What follows belongs to an exercise in optimizing a design on an open flow for small area and a short achievable clock period; a production flow would make more cautious choices.
Function was checked by simulation only, so behaviour that the tests miss may differ from the original.

==> trial 93 <==
==> flow/design.v (excerpt) <==
module Verticle_Partition_ALU(
input [15:0] A, B,
input [2:0] op,
input clk,
input reset,
output reg [31:0] sol
    );
==> module multiplier, before the edit <==
module multiplier(input [15:0] A, input [15:0] B, output [31:0] P);
    wire [31:0] S [0:15];
    wire [32:0] C [0:15];
    genvar i, j, k;
    generate
        for (k = 0; k < 32; k = k + 1) begin : r0
            if (k < 16) begin : in
                assign S[0][k] = A[k] & B[0];
            end else begin : out
                assign S[0][k] = 1'b0;
            end
        end
        assign C[0] = 33'd0;
        for (j = 1; j < 16; j = j + 1) begin : row
            for (k = 0; k < 33; k = k + 1) begin : col
                if (k < 32 && (k < j || k > j + 15)) begin : pass
                    assign S[j][k] = S[j-1][k];
                end
                if (k <= j || k > j + 16) begin : pc
                    assign C[j][k] = (k <= j) ? 1'b0 : C[j-1][k];
                end
                if (k >= j && k <= j + 15) begin : add
                    wire a = A[k-j] & B[j];
                    wire b = S[j-1][k];
                    wire c = C[j-1][k];
                    assign S[j][k]   = a ^ b ^ c;
                    assign C[j][k+1] = (a & b) | (a & c) | (b & c);
                end
            end
        end
        wire [16:0] rc;
        assign rc[0] = 1'b0;
        for (k = 0; k < 16; k = k + 1) begin : fin
            assign P[k] = S[15][k];
            wire a = S[15][k+16];
            wire b = C[15][k+16];
            assign P[k+16] = a ^ b ^ rc[k];
            assign rc[k+1] = (a & b) | (a & rc[k]) | (b & rc[k]);
        end
    endgenerate
endmodule
==> module Verticle_Partition_ALU, before the edit <==
module Verticle_Partition_ALU(
input [15:0] A, B,
input [2:0] op,
input clk,
input reset,
output reg [31:0] sol
    );
    wire op_add = (op == 3'b000);
    wire op_sub = (op == 3'b001);
    wire op_mul = (op == 3'b010);
    wire op_shr = (op == 3'b011);
    wire op_shl = (op == 3'b100);
    wire op_mod = (op == 3'b101);
    wire op_div = (op == 3'b110);
    wire op_and = (op == 3'b111);
    wire [16:0] as;
    adder u_add (.A(A), .B(B), .sub(op_sub), .S(as));
    wire        sh   = op_shl | op_shr;
    wire [3:0]  sa   = op_shr ? (4'd0 - B[3:0]) : B[3:0];
    wire [15:0] mb   = sh ? (16'd1 << sa) : B;
    wire [31:0] p;
    multiplier u_mul (.A(A), .B(mb), .P(p));
    wire [15:0] q, r;
    dividor u_div (.A(A), .B(B), .Q(q), .R(r));
    wire b_lt16 = ~|B[15:4];
    wire b_lt32 = ~|B[15:5];
    wire s_zero = ~|B[3:0];
    wire b_nz   = ~(b_lt16 & s_zero);
    wire run    = ~reset;
    wire lo_as  = run & (op_add | op_sub);
    wire lo_plo = run & (op_mul | (op_shl & b_lt32 & ~B[4]) | (op_shr & b_lt16 & s_zero));
    wire lo_phi = run & op_shr & b_lt16 & ~s_zero;
    wire lo_r   = run & op_mod & b_nz;
    wire lo_q   = run & op_div & b_nz;
    wire lo_and = run & op_and;
    wire hi_add = run & op_add;
    wire hi_sub = run & op_sub & ~as[16];
    wire hi_phi = run & (op_mul | (op_shl & b_lt32 & ~B[4]));
    wire hi_plo = run & op_shl & b_lt32 & B[4];
    wire [31:0] d;
    assign d[15:0]  = ({16{lo_as}}  & as[15:0])
                    | ({16{lo_plo}} & p[15:0])
                    | ({16{lo_phi}} & p[31:16])
                    | ({16{lo_r}}   & r)
                    | ({16{lo_q}}   & q)
                    | ({16{lo_and}} & (A & B));
    assign d[16]    = (hi_add & as[16]) | hi_sub | (hi_phi & p[16]) | (hi_plo & p[0]);
    assign d[31:17] = {15{hi_sub}} | ({15{hi_phi}} & p[31:17]) | ({15{hi_plo}} & p[15:1]);
    always @(posedge clk)
        sol <= d;
endmodule
==> flow/config.mk <==
export PLATFORM = sky130hd
export DESIGN_NAME = Verticle_Partition_ALU
export DESIGN_NICKNAME = Verticle_Partition_ALU
export VERILOG_FILES = /design/flow/design.v
export SDC_FILE = /design/flow/constraint.sdc
export NUM_CORES = 4
export LEC_CHECK = 0
export CAP_MARGIN = 20
export CORE_MARGIN = 2
export CORE_UTILIZATION = 65
export PLACE_DENSITY = 0.75
export SLEW_MARGIN = 20
==> flow/constraint.sdc <==
create_clock -name core_clock -period 110.0 [get_ports {clk}]
set_input_delay 22.0000 -clock core_clock [delete_from_list [all_inputs] [get_ports {clk}]]
set_output_delay 22.0000 -clock core_clock [all_outputs]
set_load 0.01 [all_outputs]
standard.sh (not shown) runs the stock make flow with config.mk's settings and CLKGATE_MAP_FILE= SYNTH_SCRIPT=/design/flow/synth_recipe.tcl, a recipe that flattens the netlist after the stock synthesis.
==> flow/flow/run.sh <==
#!/bin/bash
# Standard layout (the standard.sh), with repair_timing aiming for
# 66 ns of setup slack instead of 0, so that it sizes the critical paths.
set -e
bash standard.sh SETUP_SLACK_MARGIN=66 finish > standard.log 2>&1
==> inputs of build 59, as changes to trial 93 <==
--- a/flow/design.v
+++ b/flow/design.v
@@ -38,4 +38,5 @@
                     wire c = C[j-1][k];
-                    assign S[j][k]   = a ^ b ^ c;
-                    assign C[j][k+1] = (a & b) | (a & c) | (b & c);
+                    wire h = a ^ b;
+                    assign S[j][k]   = h ^ c;
+                    assign C[j][k+1] = (a & b) | (h & c);
                 end
@@ -43,12 +44,78 @@
         end
-        wire [16:0] rc;
-        assign rc[0] = 1'b0;
-        for (k = 0; k < 16; k = k + 1) begin : fin
+        for (k = 0; k < 16; k = k + 1) begin : lo
             assign P[k] = S[15][k];
-            wire a = S[15][k+16];
-            wire b = C[15][k+16];
-            assign P[k+16] = a ^ b ^ rc[k];
-            assign rc[k+1] = (a & b) | (a & rc[k]) | (b & rc[k]);
         end
     endgenerate
+    wire [15:0] x = S[15][31:16];
+    wire [15:0] y = C[15][31:16];
+    wire [15:0] g = x & y;
+    wire [15:0] p = x ^ y;
+    wire G0 = g[1] | (p[1] & g[0]);
+    wire Q0 = p[1] & p[0];
+    wire G1 = g[3] | (p[3] & g[2]);
+    wire Q1 = p[3] & p[2];
+    wire G2 = g[5] | (p[5] & g[4]);
+    wire Q2 = p[5] & p[4];
+    wire G3 = g[7] | (p[7] & g[6]);
+    wire Q3 = p[7] & p[6];
+    wire G4 = g[9] | (p[9] & g[8]);
+    wire Q4 = p[9] & p[8];
+    wire G5 = g[11] | (p[11] & g[10]);
+    wire Q5 = p[11] & p[10];
+    wire G6 = g[13] | (p[13] & g[12]);
+    wire Q6 = p[13] & p[12];
+    wire G7 = g[15] | (p[15] & g[14]);
+    wire Q7 = p[15] & p[14];
+    wire G8 = G1 | (Q1 & G0);
+    wire Q8 = Q1 & Q0;
+    wire G9 = G3 | (Q3 & G2);
+    wire Q9 = Q3 & Q2;
+    wire G10 = G5 | (Q5 & G4);
+    wire Q10 = Q5 & Q4;
+    wire G11 = G7 | (Q7 & G6);
+    wire Q11 = Q7 & Q6;
+    wire G12 = G9 | (Q9 & G8);
+    wire Q12 = Q9 & Q8;
+    wire G13 = G11 | (Q11 & G10);
+    wire Q13 = Q11 & Q10;
+    wire G14 = G13 | (Q13 & G12);
+    wire Q14 = Q13 & Q12;
+    wire G15 = G10 | (Q10 & G12);
+    wire Q15 = Q10 & Q12;
+    wire G16 = G2 | (Q2 & G8);
+    wire Q16 = Q2 & Q8;
+    wire G17 = G4 | (Q4 & G12);
+    wire Q17 = Q4 & Q12;
+    wire G18 = G6 | (Q6 & G15);
+    wire Q18 = Q6 & Q15;
+    wire G19 = g[2] | (p[2] & G0);
+    wire Q19 = p[2] & Q0;
+    wire G20 = g[4] | (p[4] & G8);
+    wire Q20 = p[4] & Q8;
+    wire G21 = g[6] | (p[6] & G16);
+    wire Q21 = p[6] & Q16;
+    wire G22 = g[8] | (p[8] & G12);
+    wire Q22 = p[8] & Q12;
+    wire G23 = g[10] | (p[10] & G17);
+    wire Q23 = p[10] & Q17;
+    wire G24 = g[12] | (p[12] & G15);
+    wire Q24 = p[12] & Q15;
+    wire G25 = g[14] | (p[14] & G18);
+    wire Q25 = p[14] & Q18;
+    assign P[16] = p[0];
+    assign P[17] = p[1] ^ g[0];
+    assign P[18] = p[2] ^ G0;
+    assign P[19] = p[3] ^ G19;
+    assign P[20] = p[4] ^ G8;
+    assign P[21] = p[5] ^ G20;
+    assign P[22] = p[6] ^ G16;
+    assign P[23] = p[7] ^ G21;
+    assign P[24] = p[8] ^ G12;
+    assign P[25] = p[9] ^ G22;
+    assign P[26] = p[10] ^ G17;
+    assign P[27] = p[11] ^ G23;
+    assign P[28] = p[12] ^ G15;
+    assign P[29] = p[13] ^ G24;
+    assign P[30] = p[14] ^ G18;
+    assign P[31] = p[15] ^ G25;
 endmodule
@@ -991,3 +1058,3 @@
                     | ({16{lo_q}}   & q)
-                    | ({16{lo_and}} & (A & B));
+                    | ({16{lo_and}} & (A & mb));    
     assign d[16]    = (hi_add & as[16]) | hi_sub | (hi_phi & p[16]) | (hi_plo & p[0]);
==> flow/flow/run.sh (replaced) <==
#!/bin/bash
# Standard layout (the standard.sh) with two changes:
#  - repair_timing aims for 74 ns of setup slack instead of 0, so that it
#    sizes the critical paths;
#  - the port buffers are sky130_fd_sc_hd__buf_1 (every port still gets one).
set -e
bash standard.sh SETUP_SLACK_MARGIN=74 "BUFFER_PORTS_ARGS=-buffer_cell sky130_fd_sc_hd__buf_1" finish > standard.log 2>&1
- CORE_UTILIZATION: 65 -> 40
- PLACE_DENSITY: 0.75 -> not set
==> inputs of trial 53, as changes to trial 93 <==
==> flow/flow/run.sh (replaced) <==
#!/bin/bash
# Standard layout (the standard.sh), with repair_timing aiming for
# 71 ns of setup slack instead of 0, so that it sizes the critical paths.
set -e
bash standard.sh SETUP_SLACK_MARGIN=71 finish > standard.log 2>&1
- CORE_UTILIZATION: 65 -> 40
- PLACE_DENSITY: 0.75 -> not set
==> comparison <==
First-iteration DRC count: trial 53 < build 59 < trial 93. Final cell count: trial 93 is smaller than build 59 (20%). Of build 59 and trial 53, build 59 has the higher worst setup slack (gap 1.9 ns). Fmax, lowest first: trial 93, trial 53, build 59. Count of clock-buffer cells in the layout is the same in trial 53 and build 59. Of build 59 and trial 53, build 59 has the higher design area (gap about 17%, measured against trial 53).

==> separate check: timing with driven ports <==
The flow's constraints put no driver on any port. The routed layouts listed below were extracted and timed again, unchanged, in two steps. Step 1 (the two cells are an assumption about what drives the block):
set clk [get_ports {clk}]
set_driving_cell -lib_cell sky130_fd_sc_hd__clkbuf_16 $clk
set_driving_cell -lib_cell sky130_fd_sc_hd__buf_2 [delete_from_list [all_inputs] $clk]
Step 2 moves the port delays by t, midway between the first and last clock arrival at a register: inputs arrive t later, outputs are due t later. That takes back most of the time a late clock gives input paths. Slacks: no drivers / after step 1 / after step 2; pairs: no drivers / after step 1.
run	shift t [ns]	slack for setup (ns)	hold WS [ns]	worst register clock-pin slew, ns
trial 93	0.321	67.130 / 67.137 / 66.816	22.707 / 22.690 / 22.747	0.07 / 0.07
build 59	0.325	73.351 / 73.359 / 73.034	22.336 / 22.324 / 22.409	0.06 / 0.06
trial 53	0.348	71.409 / 71.434 / 71.086	22.726 / 22.697 / 22.746	0.08 / 0.08
After both steps setup and hold are still met in every run listed. The setup slack of trial 53, which loses most, moves by +0.025 ns with the drivers and by -0.323 ns with both steps.
